Source: an optimization exercise on an open RTL-to-GDS flow (aim: small area). Production flows keep margins and buffers that such runs may drop. The RTL was checked by simulation tests, not by an equivalence proof against the original design.

==> flow/design.v, too long to show whole: its modules and the start of the top module <==
// module g_fa: 4 lines
// module g_ha: 4 lines
// module g_xor2: 3 lines
// module g_xnor2: 3 lines
// module g_or2: 3 lines
// module g_nor2: 3 lines
// module g_nand2: 3 lines
// module g_inv: 3 lines
// module g_a22o: 3 lines
// module g_a22oi: 3 lines
// module g_and2: 3 lines
// module g_mux2: 3 lines
// module ComplexALU: 1169 lines
// module g_a222oi: 3 lines
// module g_and3: 3 lines
// module g_nand4: 3 lines
// module g_nand2r: 3 lines
// module rd_bit: 12 lines
// module rd_dec: 3 lines
// module RegisterFile: 22 lines
// module Processor: 48 lines
module Processor(
    input wire clk,
    input wire rst,
    input wire [15:0] instruction,
    output reg [4:0] pc,
    output wire [31:0] result,
    output wire [31:0] data_1,
    output wire [31:0] data_2
);
  // ...
==> flow/flow/run.sh <==
#!/bin/bash
# The standard layout (standard.sh) with three changes:
#  - ports are buffered with buf_1 instead of the default port buffer,
#  - CTS builds its tree from clkbuf_8 with clusters of at most 14 sinks,
#  - CTS inserts no dummy loads.
# The whole make output goes to flow.log; ORFS keeps each step's log under orfs/logs.
set -euo pipefail
export BUFFER_PORTS_ARGS="-buffer_cell sky130_fd_sc_hd__buf_1"
export CTS_ARGS="-sink_clustering_enable -repair_clock_nets -dont_use_dummy_load -buf_list sky130_fd_sc_hd__clkbuf_8 -sink_clustering_size 14 -sink_clustering_max_diameter 60"
bash standard.sh > flow.log 2>&1
==> flow/standard.sh <==
#!/bin/bash
# synth_recipe.tcl (not shown) runs the flow's synth.tcl, then flattens the netlist and writes it again
# the make line also repeats each setting of config.mk as NAME=value (left out here)
make -C /OpenROAD-flow-scripts/flow DESIGN_CONFIG=/design/flow/config.mk WORK_HOME=/design/flow/orfs CLKGATE_MAP_FILE= SYNTH_SCRIPT=/design/flow/synth_recipe.tcl "${@:-finish}"
==> flow/config.mk <==
export PLATFORM = sky130hd
export DESIGN_NAME = Processor
export DESIGN_NICKNAME = Processor
export VERILOG_FILES = /design/flow/design.v
export SDC_FILE = /design/flow/constraint.sdc
export NUM_CORES = 4
export LEC_CHECK = 0
export CAP_MARGIN = 20
export CORE_MARGIN = 2
export CORE_UTILIZATION = 40
export SLEW_MARGIN = 20
export SYNTH_HIERARCHICAL = 1
==> flow/constraint.sdc <==
create_clock -name core_clock -period 25.0 [get_ports {clk}]
set_input_delay 5.0000 -clock core_clock [delete_from_list [all_inputs] [get_ports {clk}]]
set_output_delay 5.0000 -clock core_clock [all_outputs]
set_load 0.01 [all_outputs]
==> qor.csv, run 1 <==
metric,value,unit
status,timing/DRC/antenna clean,
Post-Synth Adder-Cell Area,0.2175,
"Buffers, non-clock",204,
num sequential,517,
R2R cell count,29,
drt pass-1 iters,13,
Core ar.,79000,sq um
final number of setup-violating endpoints,0,
Top Layer Used,met5,
"Worst Path Class, Setup",in2out,
min-delay src,pc[0]$_SDFF_PP0_,
synthesized area,31900,sq um
Slew headroom,0.2531,
"area leader, netlist",edfxtp_1,
Syn Area/Cell,14.40,sq um
Placement Cell Area,34090,sq um
Placement Setup Slack,1.679,ns
post-synthesis sequential area ratio,0.4851,
Die X,286.4,um
Max clock buf depth,3,
WL met1,41130,um
"flops & latches, synth",517,
GR Util met3,0.04269,
CTS H-tree lvls,2,
GR Util met1,0.3485,
max FFs per register,512,
==> inputs of run 2 (changes only) <==
--- a/flow/design.v
+++ b/flow/design.v
@@ -40,16 +40,17 @@
     input wire [31:0] operand1,
     input wire [31:0] operand2,
     input wire [3:0] opcode,
     input wire kill,           
     output wire [31:0] result
 );
     wire sub = opcode[0];
     wire addop = (opcode[3:1] == 3'b000);
+    wire naddop = ~addop;
     wire is_add = ~kill & addop;
     wire is_mul = ~kill & (opcode == 4'b0010);
     wire w0, w1, w2, w3, w4, w5, w6, w7, w8, w9, w10, w11, w12, w13, w14, w15;
     wire w16, w17, w18, w19, w20, w21, w22, w23, w24, w25, w26, w27, w28, w29, w30, w31;
     wire w32, w33, w34, w35, w36, w37, w38, w39, w40, w41, w42, w43, w44, w45, w46, w47;
     wire w48, w49, w50, w51, w52, w53, w54, w55, w56, w57, w58, w59, w60, w61, w62, w63;
     wire w64, w65, w66, w67, w68, w69, w70, w71, w72, w73, w74, w75, w76, w77, w78, w79;
     wire w80, w81, w82, w83, w84, w85, w86, w87, w88, w89, w90, w91, w92, w93, w94, w95;
@@ -179,48 +180,48 @@
     g_xor2 u40 (.a(operand2[8]), .b(sub), .y(w40));
     g_xor2 u41 (.a(operand2[9]), .b(sub), .y(w41));
     g_xor2 u42 (.a(operand2[10]), .b(sub), .y(w42));
     g_xor2 u43 (.a(operand2[11]), .b(sub), .y(w43));
     g_xor2 u44 (.a(operand2[12]), .b(sub), .y(w44));
     g_xor2 u45 (.a(operand2[13]), .b(sub), .y(w45));
     g_xor2 u46 (.a(operand2[14]), .b(sub), .y(w46));
     g_xor2 u47 (.a(operand2[15]), .b(sub), .y(w47));
-    g_mux2 u48 (.a0(operand1[0]), .a1(w16), .s(addop), .y(w48));
-    g_mux2 u49 (.a0(operand1[1]), .a1(w17), .s(addop), .y(w49));
-    g_mux2 u50 (.a0(operand1[2]), .a1(w18), .s(addop), .y(w50));
-    g_mux2 u51 (.a0(operand1[3]), .a1(w19), .s(addop), .y(w51));
-    g_mux2 u52 (.a0(operand1[4]), .a1(w20), .s(addop), .y(w52));
-    g_mux2 u53 (.a0(operand1[5]), .a1(w21), .s(addop), .y(w53));
-    g_mux2 u54 (.a0(operand1[6]), .a1(w22), .s(addop), .y(w54));
-    g_mux2 u55 (.a0(operand1[7]), .a1(w23), .s(addop), .y(w55));
-    g_mux2 u56 (.a0(operand1[8]), .a1(w24), .s(addop), .y(w56));
-    g_mux2 u57 (.a0(operand1[9]), .a1(w25), .s(addop), .y(w57));
-    g_mux2 u58 (.a0(operand1[10]), .a1(w26), .s(addop), .y(w58));
-    g_mux2 u59 (.a0(operand1[11]), .a1(w27), .s(addop), .y(w59));
-    g_mux2 u60 (.a0(operand1[12]), .a1(w28), .s(addop), .y(w60));
-    g_mux2 u61 (.a0(operand1[13]), .a1(w29), .s(addop), .y(w61));
-    g_mux2 u62 (.a0(operand1[14]), .a1(w30), .s(addop), .y(w62));
-    g_mux2 u63 (.a0(operand1[15]), .a1(w31), .s(addop), .y(w63));
-    g_mux2 u64 (.a0(operand2[16]), .a1(operand1[0]), .s(addop), .y(w64));
-    g_mux2 u65 (.a0(operand2[17]), .a1(operand1[1]), .s(addop), .y(w65));
-    g_mux2 u66 (.a0(operand2[18]), .a1(operand1[2]), .s(addop), .y(w66));
-    g_mux2 u67 (.a0(operand2[19]), .a1(operand1[3]), .s(addop), .y(w67));
-    g_mux2 u68 (.a0(operand2[20]), .a1(operand1[4]), .s(addop), .y(w68));
-    g_mux2 u69 (.a0(operand2[21]), .a1(operand1[5]), .s(addop), .y(w69));
-    g_mux2 u70 (.a0(operand2[22]), .a1(operand1[6]), .s(addop), .y(w70));
-    g_mux2 u71 (.a0(operand2[23]), .a1(operand1[7]), .s(addop), .y(w71));
-    g_mux2 u72 (.a0(operand2[24]), .a1(operand1[8]), .s(addop), .y(w72));
-    g_mux2 u73 (.a0(operand2[25]), .a1(operand1[9]), .s(addop), .y(w73));
-    g_mux2 u74 (.a0(operand2[26]), .a1(operand1[10]), .s(addop), .y(w74));
-    g_mux2 u75 (.a0(operand2[27]), .a1(operand1[11]), .s(addop), .y(w75));
-    g_mux2 u76 (.a0(operand2[28]), .a1(operand1[12]), .s(addop), .y(w76));
-    g_mux2 u77 (.a0(operand2[29]), .a1(operand1[13]), .s(addop), .y(w77));
-    g_mux2 u78 (.a0(operand2[30]), .a1(operand1[14]), .s(addop), .y(w78));
-    g_mux2 u79 (.a0(operand2[31]), .a1(operand1[15]), .s(addop), .y(w79));
+    g_a22o u48 (.a1(naddop), .a2(operand1[0]), .b1(addop), .b2(w16), .y(w48));
+    g_a22o u49 (.a1(naddop), .a2(operand1[1]), .b1(addop), .b2(w17), .y(w49));
+    g_a22o u50 (.a1(naddop), .a2(operand1[2]), .b1(addop), .b2(w18), .y(w50));
+    g_a22o u51 (.a1(naddop), .a2(operand1[3]), .b1(addop), .b2(w19), .y(w51));
+    g_a22o u52 (.a1(naddop), .a2(operand1[4]), .b1(addop), .b2(w20), .y(w52));
+    g_a22o u53 (.a1(naddop), .a2(operand1[5]), .b1(addop), .b2(w21), .y(w53));
+    g_a22o u54 (.a1(naddop), .a2(operand1[6]), .b1(addop), .b2(w22), .y(w54));
+    g_a22o u55 (.a1(naddop), .a2(operand1[7]), .b1(addop), .b2(w23), .y(w55));
+    g_a22o u56 (.a1(naddop), .a2(operand1[8]), .b1(addop), .b2(w24), .y(w56));
+    g_a22o u57 (.a1(naddop), .a2(operand1[9]), .b1(addop), .b2(w25), .y(w57));
+    g_a22o u58 (.a1(naddop), .a2(operand1[10]), .b1(addop), .b2(w26), .y(w58));
+    g_a22o u59 (.a1(naddop), .a2(operand1[11]), .b1(addop), .b2(w27), .y(w59));
+    g_a22o u60 (.a1(naddop), .a2(operand1[12]), .b1(addop), .b2(w28), .y(w60));
+    g_a22o u61 (.a1(naddop), .a2(operand1[13]), .b1(addop), .b2(w29), .y(w61));
+    g_a22o u62 (.a1(naddop), .a2(operand1[14]), .b1(addop), .b2(w30), .y(w62));
+    g_a22o u63 (.a1(naddop), .a2(operand1[15]), .b1(addop), .b2(w31), .y(w63));
+    g_a22o u64 (.a1(naddop), .a2(operand2[16]), .b1(addop), .b2(operand1[0]), .y(w64));
+    g_a22o u65 (.a1(naddop), .a2(operand2[17]), .b1(addop), .b2(operand1[1]), .y(w65));
+    g_a22o u66 (.a1(naddop), .a2(operand2[18]), .b1(addop), .b2(operand1[2]), .y(w66));
+    g_a22o u67 (.a1(naddop), .a2(operand2[19]), .b1(addop), .b2(operand1[3]), .y(w67));
+    g_a22o u68 (.a1(naddop), .a2(operand2[20]), .b1(addop), .b2(operand1[4]), .y(w68));
+    g_a22o u69 (.a1(naddop), .a2(operand2[21]), .b1(addop), .b2(operand1[5]), .y(w69));
+    g_a22o u70 (.a1(naddop), .a2(operand2[22]), .b1(addop), .b2(operand1[6]), .y(w70));
+    g_a22o u71 (.a1(naddop), .a2(operand2[23]), .b1(addop), .b2(operand1[7]), .y(w71));
+    g_a22o u72 (.a1(naddop), .a2(operand2[24]), .b1(addop), .b2(operand1[8]), .y(w72));
+    g_a22o u73 (.a1(naddop), .a2(operand2[25]), .b1(addop), .b2(operand1[9]), .y(w73));
+    g_a22o u74 (.a1(naddop), .a2(operand2[26]), .b1(addop), .b2(operand1[10]), .y(w74));
+    g_a22o u75 (.a1(naddop), .a2(operand2[27]), .b1(addop), .b2(operand1[11]), .y(w75));
+    g_a22o u76 (.a1(naddop), .a2(operand2[28]), .b1(addop), .b2(operand1[12]), .y(w76));
+    g_a22o u77 (.a1(naddop), .a2(operand2[29]), .b1(addop), .b2(operand1[13]), .y(w77));
+    g_a22o u78 (.a1(naddop), .a2(operand2[30]), .b1(addop), .b2(operand1[14]), .y(w78));
+    g_a22o u79 (.a1(naddop), .a2(operand2[31]), .b1(addop), .b2(operand1[15]), .y(w79));
     g_fa u80 (.a(operand1[16]), .b(sub), .c(w48), .s(w80), .co(w81));
     g_fa u81 (.a(operand1[17]), .b(w49), .c(w81), .s(w82), .co(w83));
     g_fa u82 (.a(operand1[18]), .b(w50), .c(w83), .s(w84), .co(w85));
     g_fa u83 (.a(operand1[19]), .b(w51), .c(w85), .s(w86), .co(w87));
     g_fa u84 (.a(operand1[20]), .b(w52), .c(w87), .s(w88), .co(w89));
     g_fa u85 (.a(operand1[21]), .b(w53), .c(w89), .s(w90), .co(w91));
     g_fa u86 (.a(operand1[22]), .b(w54), .c(w91), .s(w92), .co(w93));
     g_fa u87 (.a(operand1[23]), .b(w55), .c(w93), .s(w94), .co(w95));
==> flow/config.mk (replaced) <==
export PLATFORM = sky130hd
export DESIGN_NAME = Processor
export DESIGN_NICKNAME = Processor
export VERILOG_FILES = /design/flow/design.v
export SDC_FILE = /design/flow/constraint.sdc
export NUM_CORES = 4
export LEC_CHECK = 0
export CAP_MARGIN = 20
export CORE_MARGIN = 2
export CORE_UTILIZATION = 60
export PLACE_DENSITY = 0.75
export SLEW_MARGIN = 20
export SYNTH_HIERARCHICAL = 1
==> run 2 against run 1 <==
Compared with the run above:
- cell area is 1.9% lower
- maximum frequency is 1.4% higher
- sequential share of layout area is 0.85 points higher
- global-route usage is 11 points higher
- routed wire length is 7.2% lower
- die area is 33% lower
- synthesized area is 0.60% lower
- synthesized cell count hardly changed
- worst hold slack worse by 0.0056 ns
- non-clock buffer count is 3 higher
- setup slack better by 0.33 ns
- critical endpoint is now result[30]
==> qor.csv, run 2 <==
metric,value,unit,change
status,timing/DRC/antenna clean,,unchanged
Critical path origin,instruction[6],,was instruction[8]
post-synthesis sequential area ratio,0.4880,,was 0.4851
grt ovf,0,,unchanged
top-count cell post-synth,edfxtp_1,,unchanged
crit-path max FO,21,,was 31
"non-filler cells, final",3115,,"was 3,472"
synth unique cells,37,,unchanged
min-delay worst type,reg2reg,,unchanged
Vias,23390,,"was 22,860"
# DRC,0,,unchanged
RSZ-0062 raised after global routing,no,,unchanged
Post-Route WL,99210,um,"was 106,900 um"
CTS H-tree lvls,2,,unchanged
DP Wirelength,68310,um,"was 72,780 um"
clock latency at the later pin of the worst-skew pair,0.61,ns,about the same
largest net degree at the start of global routing,36,,unchanged
"slowest stage delay, CP",0.90,ns,was 0.88 ns
max FFs per register,512,,unchanged
final number of setup-violating endpoints,0,,unchanged
setup bufs post-CTS,0,,unchanged
Commonest cells post-synth,"512 x edfxtp_1, 472 x nand2_1, 346 x fa_1",,unchanged
top cell type's share of synthesized area,0.4848,,was 0.4820
CP Launch Type,input pin,,unchanged
CTS sink cnt,517,,unchanged
Slew headroom,0.2405,,was 0.2531
Max Slew Vio Count,0,,unchanged
total CTS buffers,43,,unchanged
Starting Density,0.6046,,was 0.4038
GRT Total Usage,0.3675,,was 0.2573
Die X,233.9,um,was 286.4 um
cts repair resizes,0,,unchanged
Fin Setup TNS,0,ns,unchanged
layout cells sized above 1,0.07470,,was 0.08805
Regs by FF count,"registers (512), pc (5)",,unchanged
Setup crit end kind,output port,,unchanged
Routed WL per cell,31.85,um,was 30.79 um
Detail Route Antenna Nets,0,,unchanged
top_reg_cell synth,edfxtp_1,,unchanged
synthesized area,31710,sq um,"was 31,900 sq um"
# hold bufs at CTS,0,,unchanged
largest cells by area after synthesis,"edfxtp_1 48%, fa_1 22%, a222oi_1 10%",,unchanged
I/O pin count,119,,unchanged
Vias/cell,7.509,,was 6.583
"FFs w/ async S/R, synth",0,,unchanged
Clock Skews,0.04227,ns,was 0.05341 ns
"EDFF count, synth",512,,unchanged
P&R area growth vs syn,7.442,%,was 8.833%
worst-margin pin slew,1.139,ns,was 1.120 ns
Root Driver,clkbuf_8,,unchanged
"most common cell after layout, fill and taps aside",edfxtp_1,,unchanged
Biggest register,registers,,unchanged
Final GP Congestion,0.9406,,was 0.9236
number of global-route vias before repair,23240,,"was 23,400"
row cnt,84,,was 103
"commonest cells after routing, fill and taps aside","512 x edfxtp_1, 472 x nand2_1, 346 x fa_1, 320 x a222oi_1, 136 x xnor2_1",,unchanged
clock transition at the registers of the reported paths,0.08,ns,about the same
Ys Warns,8,,unchanged
CTS tree,yes,,unchanged
Final min period,23.20,ns,was 23.53 ns
Reg2Reg Launch Point,registers[6][0]$_DFFE_PP_,,was registers[0][1]$_DFFE_PP_
Syn Area/Cell,14.31,sq um,was 14.40 sq um
min-delay src,pc[0]$_SDFF_PP0_,,unchanged
"area leader, netlist",edfxtp_1,,unchanged
initial antenna violation count,3,,was 5
crit share post-route,0.9281,,was 0.9412
fin nets,2790,,"was 2,786"
Syn Nets,2581,,"was 2,580"
Core ar.,52450,sq um,"was 79,000 sq um"
fmax,43.10,MHz,was 42.50 MHz
Post-Syn Instances,2216,,"was 2,215"
fillers,3811,,"was 7,042"
"Max stage delay cell, worst path",fa_1,,unchanged
drt pass-1 iters,12,,was 13
initial DRC count,4843,,"was 4,520"
total die area,54700,sq um,"was 82,030 sq um"
max cap viols,0,,unchanged
Max clock buf depth,3,,unchanged
die height,233.9,um,was 286.4 um
"Hold Vio Cnt, Final",0,,unchanged
Port Buffers,118,,unchanged
"Req. time, crit path",20.00,ns,about the same
Critical Path Most Common Cell,fa_1,,unchanged
dpl cells,3067,,"was 3,425"
first-pass GRT wire length,146700,um,"was 156,000 um"
"Worst Path Class, Setup",in2out,,unchanged
"flops & latches, synth",517,,unchanged
arrival time worst endpoint,18.20,ns,was 18.53 ns
## run 2: routing by layer
metal / wire, um / GRT usage / vias to the layer above / part of all wire
met4: 5692 / 0.1859 / 0 / 0.057
met5: 0 / 0 / - / 0
li1: - / - / 9221 / -
met2: 45930 / 0.5768 / 2002 / 0.46
met1: 33720 / 0.4875 / 11810 / 0.34
met3: 13870 / 0.08329 / 361 / 0.14
## run 2: worst paths after layout
| check | slack, ns | end | cells past startpoint |
|---|---|---|---|
| max | 1.80 | result[30] | 34 |
| min | 0.47 | pc[0]$_SDFF_PP0_ | 1 |
| max reg2reg | 12.75 | registers[10][30]$_DFFE_PP_ | 29 |
| min reg2reg | 0.47 | pc[0]$_SDFF_PP0_ | 1 |
## run 2: cell families after synthesis
family / count (synthesis) / synth area share
AOI/OAI and AO/OA: 400 / 0.1229
and+or+nand+nor: 699 / 0.1073
xor gates and xnor gates: 174 / 0.04806
DFF: 517 / 0.4880
buffers and inverters: 76 / 0.01405
adders and majority gates: 347 / 0.2188
other: 1 / 0.0001183
muxes: 2 / 0.0007102
## run 2: modules after synthesis (local to each module, per instance), a selection
module | area [sq um] | flip-flops and latches | cells inside
g_fa | 20.02 | 0 | 1
g_or2 | 6.256 | 0 | 1
g_nand4 | 6.256 | 0 | 1
rd_dec | 226.5 | 0 | 20
g_and3 | 6.256 | 0 | 1
g_inv | 3.754 | 0 | 1
g_nand2 | 3.754 | 0 | 1
## run 2: area by class of cell
cell class              count  area [sq um]  share of cell area
inverters                  33         123.9            0.003636
well taps                 688         860.8             0.02527
multi-input cells        1623         15890              0.4665
clock buffers              43         591.8             0.01737
diodes                      4         10.01           0.0002938
flip-flops and latches    517         15470              0.4542
repair buffers            207          1116             0.03276
## run 2: per-stage QoR
stage | utilization | instance area, sq um | hold slack, ns | setup WS [ns]
final | 0.6496 | 34070 | 0.4735 | 1.799
after floorplan | - | 31710 | 0.4690 | 2.769
after global placement | 0.6379 | 33460 | 0.4451 | 2.222
after detailed placement | 0.6379 | 33460 | 0.4538 | 1.936
after global routing | 0.6495 | 34060 | 0.4953 | 1.471
after CTS | 0.6492 | 34050 | 0.4735 | 1.936
## run 2: worst max-delay path: cells and delay by family
| kind | cells | cell delay [ns] |
|---|---|---|
| AOI/OAI and AO/OA | 3 | 1.29 |
| xor gates and xnor gates | 1 | 0.12 |
| and+or+nand+nor | 9 | 2.27 |
| buffers and inverters | 4 | 1.41 |
| adders and majority gates | 17 | 8.05 |
==> inputs of run 3 (changes only) <==
--- a/flow/config.mk
+++ b/flow/config.mk
@@ -7,7 +7,6 @@
 export LEC_CHECK = 0
 export CAP_MARGIN = 20
 export CORE_MARGIN = 2
-export CORE_UTILIZATION = 60
-export PLACE_DENSITY = 0.75
+export CORE_UTILIZATION = 40
 export SLEW_MARGIN = 20
 export SYNTH_HIERARCHICAL = 1
==> run 3 against run 2 <==
Compared with the run above:
- critical path type unchanged
- still clean
- first-iteration DRC count down 13%
- cell area grew 1.1%
- largest cell class unchanged
==> qor.csv, run 3 <==
metric,value,unit,change
status,timing/DRC/antenna clean,,unchanged
worst-margin pin slew,1.142,ns,was 1.139 ns
top_reg_cell synth,edfxtp_1,,unchanged
Critical Path Most Common Cell,fa_1,,unchanged
number of global-route vias before repair,23240,,about the same
cts repair resizes,0,,unchanged
WL met1,40690,um,"was 33,720 um"
CP Launch Type,input pin,,unchanged
Worst path top cell family by delay,adder cells,,unchanged
Max Slew Vio Count,0,,unchanged
layout cells sized above 1,0.07214,,was 0.07470
"Hold Vio Cnt, Final",0,,unchanged
WP buf/inv,5,,was 4
"Max stage delay cell, worst path",fa_1,,unchanged
Clock Skews,0.03939,ns,was 0.04227 ns
"commonest cells after routing, fill and taps aside","512 x edfxtp_1, 472 x nand2_1, 346 x fa_1, 320 x a222oi_1, 136 x xnor2_1",,unchanged
Starting Density,0.4027,,was 0.6046
Regs by FF count,"registers (512), pc (5)",,unchanged
Vias,22940,,"was 23,390"
Top Layer Used,met4,,unchanged
Core ar.,78740,sq um,"was 52,450 sq um"
largest net degree at the start of global routing,34,,was 36
total CTS buffers,43,,unchanged
die height,285.6,um,was 233.9 um
min-delay worst type,reg2reg,,unchanged
DP Wirelength,72680,um,"was 68,310 um"
clock transition at the registers of the reported paths,0.08,ns,about the same
WL met3,11490,um,"was 13,870 um"
Final min period,23.25,ns,was 23.20 ns
"slowest stage delay, CP",1.05,ns,was 0.90 ns
Root Driver,clkbuf_8,,unchanged
crit share post-route,0.9301,,was 0.9281
max cap viols,0,,unchanged
CTS sink cnt,517,,unchanged
row cnt,103,,was 84
Syn Nets,2581,,unchanged
initial DRC count,4222,,"was 4,843"
"most common cell after layout, fill and taps aside",edfxtp_1,,unchanged
RSZ-0062 raised after global routing,no,,unchanged
fin util,0.4376,,was 0.6496
final number of setup-violating endpoints,0,,unchanged
arrival time worst endpoint,18.25,ns,was 18.20 ns
Syn Area/Cell,14.31,sq um,unchanged
dpl cells,3419,,"was 3,067"
fmax,43.01,MHz,was 43.10 MHz
synthesized area,31710,sq um,unchanged
initial antenna violation count,3,,unchanged
Placement Cell Area,33840,sq um,"was 33,460 sq um"
P&R area growth vs syn,8.653,%,was 7.442%
grt ovf,0,,unchanged
clock latency at the later pin of the worst-skew pair,0.61,ns,about the same
total die area,81540,sq um,"was 54,700 sq um"
first-pass GRT wire length,155000,um,"was 146,700 um"
CTS H-tree lvls,2,,unchanged
"area leader, netlist",edfxtp_1,,unchanged
Commonest cells post-synth,"512 x edfxtp_1, 472 x nand2_1, 346 x fa_1",,unchanged
fin nets,2779,,"was 2,790"
Vias/cell,6.621,,was 7.509
Setup crit end kind,output port,,unchanged
Detail Route Antenna Nets,0,,unchanged
Port Buffers,118,,unchanged
routed wl met2,50810,um,"was 45,930 um"
# hold bufs at CTS,0,,unchanged
Fin Setup TNS,0,ns,unchanged
Post-Syn Instances,2216,,unchanged
top cell type's share of synthesized area,0.4848,,unchanged
I/O pin count,119,,unchanged
"Worst Path Class, Setup",in2out,,unchanged
post-synthesis sequential area ratio,0.4880,,unchanged
crit-path max FO,32,,was 21
"non-filler cells, final",3465,,"was 3,115"
Finished Cell Area,34450,sq um,"was 34,070 sq um"
synth unique cells,37,,unchanged
"EDFF count, synth",512,,unchanged
hold slack,0.4776,ns,was 0.4735 ns
max FFs per register,512,,unchanged
# DRC,0,,unchanged
Die X,285.6,um,was 233.9 um
"flops & latches, synth",517,,unchanged
"Req. time, crit path",20.00,ns,about the same
top-count cell post-synth,edfxtp_1,,unchanged
Ys Warns,8,,unchanged
Max clock buf depth,3,,unchanged
Biggest register,registers,,unchanged
drt pass-1 iters,13,,was 12
Final GP Congestion,0.9077,,was 0.9406
GRT Total Usage,0.2569,,was 0.3675
Routed WL per cell,30.77,um,was 31.85 um
"FFs w/ async S/R, synth",0,,unchanged
CTS tree,yes,,unchanged
Slew headroom,0.2384,,was 0.2405
largest cells by area after synthesis,"edfxtp_1 48%, fa_1 22%, a222oi_1 10%",,unchanged
Post-Route WL,106600,um,"was 99,210 um"
setup bufs post-CTS,0,,unchanged
-- run 3: cell type report --
cell class              count  area [sq um]
multi-input cells        1623         15910
repair buffers            196          1030
diodes                      3         7.507
well taps                1050          1314
fillers                  7149         44290
clock buffers              43         591.8
flip-flops and latches    517         15470
inverters                  33         123.9
-- run 3: metrics by stage --
stage	worst slack (ns)
3_3_place_gp	1.968
2_1_floorplan	2.769
4_1_cts	1.816
3_5_place_dp	1.792
6_report	1.749
5_1_grt	1.292
-- run 3: kinds of logic after synthesis --
logic type / Yosys count / share of synthesized area
other: 1 / 0.0001183
buffers and inverters: 76 / 0.01405
muxes: 2 / 0.0007102
xor gates and xnor gates: 174 / 0.04806
DFF: 517 / 0.4880
adders and majority gates: 347 / 0.2188
AOI/OAI and AO/OA: 400 / 0.1229
and+or+nand+nor: 699 / 0.1073
-- run 3: per-layer routing --
metal	track usage	up-vias
li1	-	9206
met1	0.3442	11980
met2	0.4225	1558
met3	0.04721	201
met4	0.08730	0
met5	0	-
-- run 3: final timing paths --
kind                                   start                    endpoint  slack (ns)  cells after the start
setup reg to reg  registers[2][16]$_DFFE_PP_  registers[1][15]$_DFFE_PP_       12.48                     33
setup / recovery              instruction[5]                  result[15]        1.75                     37
hold / removal              pc[0]$_SDFF_PP0_            pc[0]$_SDFF_PP0_        0.48                      1
hold reg to reg             pc[0]$_SDFF_PP0_            pc[0]$_SDFF_PP0_        0.48                      1
-- run 3: worst register-to-register path: cells and delay by family (launching register included) --
family,cells,cell delay [ns]
AOI/OAI and AO/OA,3,1.24
xor gates and xnor gates,3,0.50
buffers and inverters,2,0.38
DFF,1,0.42
and+or+nand+nor,10,2.50
adders and majority gates,15,7.15
-- run 3: modules after synthesis, one instance, submodules excluded, a selection --
module,flops+latches,cells
g_inv,0,1
g_xor2,0,1
g_nand4,0,1
ComplexALU,0,38
g_xnor2,0,1
g_or2,0,1
g_and3,0,1
g_nand2,0,1
g_a222oi,0,1
Processor,517,559
g_nand2r,0,1
rd_dec,0,20
g_fa,0,1
g_a22o,0,1
==> inputs of run 4 (changes only) <==
==> flow/flow/run.sh (replaced) <==
#!/bin/bash
# The standard layout (standard.sh) with these changes after synthesis:
#  - ports are buffered with buf_1 instead of the default port buffer,
#  - CTS builds its tree from clkbuf_8 with clusters of at most 16 sinks and
#    inserts no dummy loads.
# Synthesis is the standard synthesis, unchanged. Make output goes to
# synth.log and layout.log; ORFS keeps each step's own log under orfs/logs.
set -euo pipefail
bash standard.sh synth > synth.log 2>&1
export BUFFER_PORTS_ARGS="-buffer_cell sky130_fd_sc_hd__buf_1"
export CTS_ARGS="-sink_clustering_enable -repair_clock_nets -dont_use_dummy_load -buf_list sky130_fd_sc_hd__clkbuf_8 -sink_clustering_size 16 -sink_clustering_max_diameter 70"
bash standard.sh > layout.log 2>&1
==> run 4 against run 3 <==
Compared with the run above:
- still clean on timing, DRC and antenna
- sequential share of layout area up 0.096 points
- cell count decreased by 0.20%
- synthesized area unchanged
- register-to-register slack about the same
- cell area decreased by 0.21%
- critical path type unchanged
==> qor.csv, run 4 <==
metric,value,unit,change
Vias,22850,,"was 22,940"
# DRC,0,,unchanged
Final min period,23.23,ns,was 23.25 ns
Clock Skews,0.04978,ns,was 0.03939 ns
WP buf/inv,5,,unchanged
initial antenna violation count,3,,unchanged
status,timing/DRC/antenna clean,,unchanged
min-delay worst type,reg2reg,,unchanged
setup bufs post-CTS,0,,unchanged
clock latency at the later pin of the worst-skew pair,0.61,ns,about the same
GRT Total Usage,0.2563,,was 0.2569
CTS H-tree lvls,2,,unchanged
CTS tree,yes,,unchanged
CTS sink cnt,517,,unchanged
worst-margin pin slew,1.132,ns,was 1.142 ns
number of global-route vias before repair,23100,,"was 23,240"
Regs by FF count,"registers (512), pc (5)",,unchanged
I/O pin count,119,,unchanged
Syn Nets,2581,,unchanged
"Req. time, crit path",20.00,ns,about the same
"Worst Path Class, Setup",in2out,,unchanged
"FFs w/ async S/R, synth",0,,unchanged
fin util,0.4366,,was 0.4376
Slew headroom,0.2456,,was 0.2384
"flops & latches, synth",517,,unchanged
Root Driver,clkbuf_8,,unchanged
Die X,285.6,um,unchanged
Post-Route WL,106500,um,"was 106,600 um"
synthesized area,31710,sq um,unchanged
DP Wirelength,72680,um,unchanged
Fin Setup TNS,0,ns,unchanged
top cell type's share of synthesized area,0.4848,,unchanged
Commonest cells post-synth,"512 x edfxtp_1, 472 x nand2_1, 346 x fa_1",,unchanged
arrival time worst endpoint,18.23,ns,was 18.25 ns
"Max stage delay cell, worst path",fa_1,,unchanged
initial DRC count,4425,,"was 4,222"
total CTS buffers,38,,was 43
hold slack,0.4786,ns,was 0.4776 ns
top_reg_cell synth,edfxtp_1,,unchanged
first-pass GRT wire length,154600,um,"was 155,000 um"
Starting Density,0.4027,,unchanged
"Hold Vio Cnt, Final",0,,unchanged
layout cells sized above 1,0.07021,,was 0.07214
Vias/cell,6.608,,was 6.621
Detail Route Antenna Nets,0,,unchanged
"EDFF count, synth",512,,unchanged
total die area,81540,sq um,unchanged
clock transition at the registers of the reported paths,0.09,ns,was 0.08 ns
crit share post-route,0.9294,,was 0.9301
Max clock buf depth,3,,unchanged
row cnt,103,,unchanged
Final GP Congestion,0.9077,,unchanged
Port Buffers,118,,unchanged
fin nets,2774,,"was 2,779"
largest cells by area after synthesis,"edfxtp_1 48%, fa_1 22%, a222oi_1 10%",,unchanged
synth unique cells,37,,unchanged
Biggest register,registers,,unchanged
Max Slew Vio Count,0,,unchanged
die height,285.6,um,unchanged
Post-Syn Instances,2216,,unchanged
"commonest cells after routing, fill and taps aside","512 x edfxtp_1, 472 x nand2_1, 346 x fa_1, 320 x a222oi_1, 136 x xnor2_1",,unchanged
RSZ-0062 raised after global routing,no,,unchanged
"area leader, netlist",edfxtp_1,,unchanged
"most common cell after layout, fill and taps aside",edfxtp_1,,unchanged
CP Launch Type,input pin,,unchanged
top-count cell post-synth,edfxtp_1,,unchanged
Worst path top cell family by delay,adder cells,,unchanged
fmax,43.04,MHz,was 43.01 MHz
Syn Area/Cell,14.31,sq um,unchanged
P&R area growth vs syn,8.420,%,was 8.653%
cts repair resizes,0,,unchanged
Setup crit end kind,output port,,unchanged
post-synthesis sequential area ratio,0.4880,,unchanged
final number of setup-violating endpoints,0,,unchanged
Core ar.,78740,sq um,unchanged
largest net degree at the start of global routing,34,,unchanged
grt ovf,0,,unchanged
drt pass-1 iters,11,,was 13
max cap viols,0,,unchanged
"slowest stage delay, CP",1.04,ns,was 1.05 ns
# hold bufs at CTS,0,,unchanged
Ys Warns,8,,unchanged
fillers,7145,,"was 7,149"
Routed WL per cell,30.80,um,was 30.77 um
crit-path max FO,32,,unchanged
Critical Path Most Common Cell,fa_1,,unchanged
max FFs per register,512,,unchanged
==> run 4: cell counts after synthesis <==
Identical to the previous run, type by type.
==> run 4: Yosys stat by module, one instance, submodules excluded, excerpt <==
module,flops+latches,copies in the design,cells,cell area (sq um)
Processor,517,1,559,15810
ComplexALU,0,1,38,277.8
rd_dec,0,2,20,226.5
g_fa,0,346,1,20.02
g_a222oi,0,320,1,10.01
g_a22o,0,64,1,8.758
g_xnor2,0,135,1,8.758
g_nand4,0,64,1,6.256
g_or2,0,44,1,6.256
g_nand2,0,408,1,3.754
g_nand2r,0,64,1,3.754
g_inv,0,32,1,3.754
==> run 4: worst register-to-register path, delay by kind of cell (launching register included) <==
kind	cells	cell delay, ns
adder cells (fa/ha/maj)	15	7.13
AO/OA/AOI/OAI	3	1.26
buffers and inverters	2	0.38
AND/OR/NAND/NOR	10	2.48
XOR/XNOR	3	0.50
flip-flops	1	0.42
==> run 4: layout make-up <==
cell class	instances	area [sq um]	share of cell area
Inverter	33	123.9	0.003603
Clock buffer	38	523.0	0.01521
Multi-Input combinational cell	1623	15910	0.4628
Sequential cell	517	15470	0.4501
Antenna cell	1	2.502	0.00007279
Tap cell	1050	1314	0.03821
Timing Repair Buffer	196	1030	0.02995
==> run 4: final timing paths <==
check                                                    to                        from  cells after the start  slack (ns)
worst min-delay path                       pc[0]$_SDFF_PP0_            pc[0]$_SDFF_PP0_                      1        0.48
worst max register to register  registers[11][15]$_DFFE_PP_  registers[6][16]$_DFFE_PP_                     33       12.49
worst max-delay path                             result[15]              instruction[5]                     37        1.77
worst min register to register             pc[0]$_SDFF_PP0_            pc[0]$_SDFF_PP0_                      1        0.48
==> run 4: per-layer routing <==
| metal | track usage | wire (um) | vias up |
|---|---|---|---|
| met4 | 0.08351 | 3459 | 0 |
| met1 | 0.3436 | 40410 | 11900 |
| met3 | 0.04673 | 11710 | 192 |
| met2 | 0.4233 | 50930 | 1576 |
| met5 | 0 | 0 | - |
| li1 | - | - | 9181 |
==> run 4: kinds of logic (layout without fill, tap and decap cells) <==
group,after synthesis,after routing,synth area share
buf+inv,76,267,0.01405
xor+xnor,174,174,0.04806
compound gates,400,400,0.1229
simple gates,699,699,0.1073
mux,2,2,0.0007102
flops,517,517,0.4880
fa+ha+maj,347,347,0.2188
other cells,1,2,0.0001183
==> run 4: per-stage QoR <==
step | setup slack, ns | instances | instance area (sq um)
finish | 1.765 | 3458 | 34380
global route | 1.294 | 3458 | 34380
global placement | 1.968 | 3419 | 33840
CTS | 1.816 | 3457 | 34360
floorplan | 2.769 | 2216 | 31710
detailed placement | 1.792 | 3419 | 33840
==> inputs of run 5 (changes only) <==
==> flow/flow/run.sh (replaced) <==
#!/bin/bash
# The standard layout (standard.sh) with these changes after synthesis:
#  - ports are buffered with buf_1 instead of the default port buffer,
#  - CTS builds its tree from clkbuf_8 with clusters of at most 16 sinks and
#    inserts no dummy loads,
#  - the resizer may not use the large buf_4..buf_16 buffers (it uses buf_1/buf_2).
# Synthesis is the standard synthesis, unchanged. Make output goes to
# synth.log and layout.log; ORFS keeps each step's own log under orfs/logs.
set -euo pipefail
bash standard.sh synth > synth.log 2>&1
export BUFFER_PORTS_ARGS="-buffer_cell sky130_fd_sc_hd__buf_1"
export CTS_ARGS="-sink_clustering_enable -repair_clock_nets -dont_use_dummy_load -buf_list sky130_fd_sc_hd__clkbuf_8 -sink_clustering_size 16 -sink_clustering_max_diameter 70"
export DONT_USE_CELLS="sky130_fd_sc_hd__buf_4 sky130_fd_sc_hd__buf_6 sky130_fd_sc_hd__buf_8 sky130_fd_sc_hd__buf_12 sky130_fd_sc_hd__buf_16"
bash standard.sh > layout.log 2>&1
==> run 5 against run 4 <==
Compared with the run above:
- synthesized cell count unchanged
- die area stayed put
- count of clock-buffer cells in the layout is the same
- critical endpoint unchanged
- highest routed layer unchanged
- clock skew is the same
- sequential share of layout area unchanged
- core utilization unchanged
- routed wire length unchanged
- cell area unchanged
- still clean
- setup slack did not move
==> qor.csv, run 5 <==
metric,value,unit,change
min-delay worst type,reg2reg,,unchanged
drt pass-1 iters,11,,unchanged
die height,285.6,um,unchanged
Core ar.,78740,sq um,unchanged
first-pass GRT wire length,154600,um,unchanged
Post-Route WL,106500,um,unchanged
largest net degree at the start of global routing,34,,unchanged
# DRC,0,,unchanged
Syn Nets,2581,,unchanged
Final GP Congestion,0.9077,,unchanged
Ys Warns,8,,unchanged
Biggest register,registers,,unchanged
fillers,7145,,unchanged
cts repair resizes,0,,unchanged
Post-Syn Instances,2216,,unchanged
Root Driver,clkbuf_8,,unchanged
number of global-route vias before repair,23100,,unchanged
clock transition at the registers of the reported paths,0.09,ns,about the same
max FFs per register,512,,unchanged
initial antenna violation count,3,,unchanged
Max Slew Vio Count,0,,unchanged
CTS H-tree lvls,2,,unchanged
Detail Route Antenna Nets,0,,unchanged
Slew headroom,0.2456,,unchanged
"Req. time, crit path",20.00,ns,about the same
Worst Hold Depth,1,,unchanged
"area leader, netlist",edfxtp_1,,unchanged
synth unique cells,37,,unchanged
grt ovf,0,,unchanged
Routed WL per cell,30.80,um,unchanged
top_reg_cell synth,edfxtp_1,,unchanged
Reg2Reg Setup Slack,12.49,ns,about the same
Vias,22850,,unchanged
GRT Total Usage,0.2563,,unchanged
total die area,81540,sq um,unchanged
P&R area growth vs syn,8.420,%,unchanged
total CTS buffers,38,,unchanged
Final min period,23.23,ns,unchanged
"commonest cells after routing, fill and taps aside","512 x edfxtp_1, 472 x nand2_1, 346 x fa_1, 320 x a222oi_1, 136 x xnor2_1",,unchanged
Vias/cell,6.608,,unchanged
status,timing/DRC/antenna clean,,unchanged
DP Wirelength,72680,um,unchanged
I/O pin count,119,,unchanged
Critical Path Most Common Cell,fa_1,,unchanged
largest cells by area after synthesis,"edfxtp_1 48%, fa_1 22%, a222oi_1 10%",,unchanged
initial DRC count,4425,,unchanged
max cap viols,0,,unchanged
"Hold Vio Cnt, Final",0,,unchanged
Starting Density,0.4027,,unchanged
final number of setup-violating endpoints,0,,unchanged
min-delay src,pc[0]$_SDFF_PP0_,,unchanged
Placement Setup Slack,1.792,ns,unchanged
Fin Setup TNS,0,ns,unchanged
setup bufs post-CTS,0,,unchanged
top cell type's share of synthesized area,0.4848,,unchanged
crit share post-route,0.9294,,unchanged
synthesized area,31710,sq um,unchanged
fin nets,2774,,unchanged
R2R cell count,33,,unchanged
Reg-to-Reg End,registers[11][15]$_DFFE_PP_,,unchanged
post-synthesis sequential area ratio,0.4880,,unchanged
row cnt,103,,unchanged
"EDFF count, synth",512,,unchanged
"flops & latches, synth",517,,unchanged
setup ws final,1.765,ns,unchanged
arrival time worst endpoint,18.23,ns,about the same
clock latency at the later pin of the worst-skew pair,0.61,ns,about the same
CTS tree,yes,,unchanged
WHS Endpoint,pc[0]$_SDFF_PP0_,,unchanged
"Worst Path Class, Setup",in2out,,unchanged
"Max stage delay cell, worst path",fa_1,,unchanged
Regs by FF count,"registers (512), pc (5)",,unchanged
top-count cell post-synth,edfxtp_1,,unchanged
Max clock buf depth,3,,unchanged
Commonest cells post-synth,"512 x edfxtp_1, 472 x nand2_1, 346 x fa_1",,unchanged
# hold bufs at CTS,0,,unchanged
Setup crit end kind,output port,,unchanged
crit-path max FO,32,,unchanged
Reg2Reg Launch Point,registers[6][16]$_DFFE_PP_,,unchanged
"slowest stage delay, CP",1.04,ns,about the same
Syn Area/Cell,14.31,sq um,unchanged
layout cells sized above 1,0.07021,,unchanged
"most common cell after layout, fill and taps aside",edfxtp_1,,unchanged
RSZ-0062 raised after global routing,no,,unchanged
CTS sink cnt,517,,unchanged
fin util,0.4366,,unchanged
Port Buffers,118,,unchanged
"FFs w/ async S/R, synth",0,,unchanged
fmax,43.04,MHz,unchanged
CP Launch Type,input pin,,unchanged
Die X,285.6,um,unchanged
Clock Skews,0.04978,ns,unchanged
worst-margin pin slew,1.132,ns,unchanged
[run 5: cell counts after synthesis]
Identical to the previous run, type by type.
[run 5: worst max-delay path by stage]
stage / slack, ns / startpoint / endpoint / depth (start not counted)
finish: 1.77 / instruction[5] / result[15] / 37
global route: 1.29 / instruction[5] / result[31] / 37
CTS: 1.82 / instruction[5] / result[31] / 37
detailed placement: 1.79 / instruction[5] / result[15] / 37
global placement: 1.97 / instruction[5] / result[31] / 37
floorplan: 2.77 / instruction[5] / result[31] / 35
[run 5: modules after synthesis, one instance, submodules excluded, excerpt]
module,flip-flops and latches,cells
Processor,517,559
ComplexALU,0,38
rd_dec,0,20
g_fa,0,1
g_a222oi,0,1
g_xnor2,0,1
g_a22o,0,1
g_xor2,0,1
g_and3,0,1
g_inv,0,1
g_nand2,0,1
[run 5: layout make-up]
type	instances	area [sq um]	area share
multi-input cells	1623	15910	0.4628
flip-flops and latches	517	15470	0.4501
well taps	1050	1314	0.03821
repair buffers	196	1030	0.02995
clock buffers	38	523.0	0.01521
inverters	33	123.9	0.003603
diodes	1	2.502	0.00007279
[run 5: logic make-up after synthesis]
group	Yosys count	synth area share
compound gates	400	0.1229
other cells	1	0.0001183
xor+xnor	174	0.04806
buf+inv	76	0.01405
mux	2	0.0007102
fa+ha+maj	347	0.2188
flops	517	0.4880
simple gates	699	0.1073
[run 5: per-stage QoR]
stage / instance area [sq um] / hold slack [ns] / instances
5_1_grt: 34380 / 0.5098 / 3458
2_1_floorplan: 31710 / 0.4690 / 2216
6_report: 34380 / 0.4786 / 3458
4_1_cts: 34360 / 0.4894 / 3457
3_3_place_gp: 33840 / 0.4453 / 3419
3_5_place_dp: 33840 / 0.4647 / 3419
[run 5: worst max-delay path, delay by kind of cell]
| kind | cells | cell delay [ns] |
|---|---|---|
| adder cells (fa/ha/maj) | 15 | 7.13 |
| buffers and inverters | 5 | 1.77 |
| AND/OR/NAND/NOR | 11 | 2.75 |
| AO/OA/AOI/OAI | 3 | 1.10 |
| XOR/XNOR | 3 | 0.43 |
[run 5: metal layers]
layer  vias up  routed length (um)  global-route usage
met2      1576               50930              0.4233
li1       9181                   -                   -
met1     11900               40410              0.3436
met3       192               11710             0.04673
met4         0                3459             0.08351
met5         -                   0                   0

## static timing again, ports no longer ideal
The results above use ideal ports. As a check the final layouts listed here were re-extracted and re-timed, cells and wires unchanged. Step 1 (the two cells are an assumption about what drives the block):
set clk [get_ports {clk}]
set_driving_cell -lib_cell sky130_fd_sc_hd__clkbuf_16 $clk
set_driving_cell -lib_cell sky130_fd_sc_hd__buf_2 [delete_from_list [all_inputs] $clk]
Step 2 also shifts input and output timing later by t, the mid clock arrival at the registers, as if the neighbouring blocks saw the same clock. a / b / c = ideal / step 1 / step 2; a / b = the first two.
| run | shift t [ns] | slack for setup (ns) | worst slew at a driven data input, ns |
|---|---|---|---|
| run 1 | 0.629 | 1.470 / 1.410 / 1.410 | 0.05 |
| run 2 | 0.642 | 1.798 / 1.770 / 1.770 | 0.03 |
| run 3 | 0.639 | 1.749 / 1.712 / 1.712 | 0.04 |
| run 4 | 0.637 | 1.765 / 1.728 / 1.728 | 0.04 |
| run 5 | 0.637 | 1.765 / 1.728 / 1.728 | 0.04 |
After both steps every run listed still meets setup and hold. The setup slack of run 1, which loses most, moves by -0.060 ns with the drivers and by -0.060 ns with both steps.
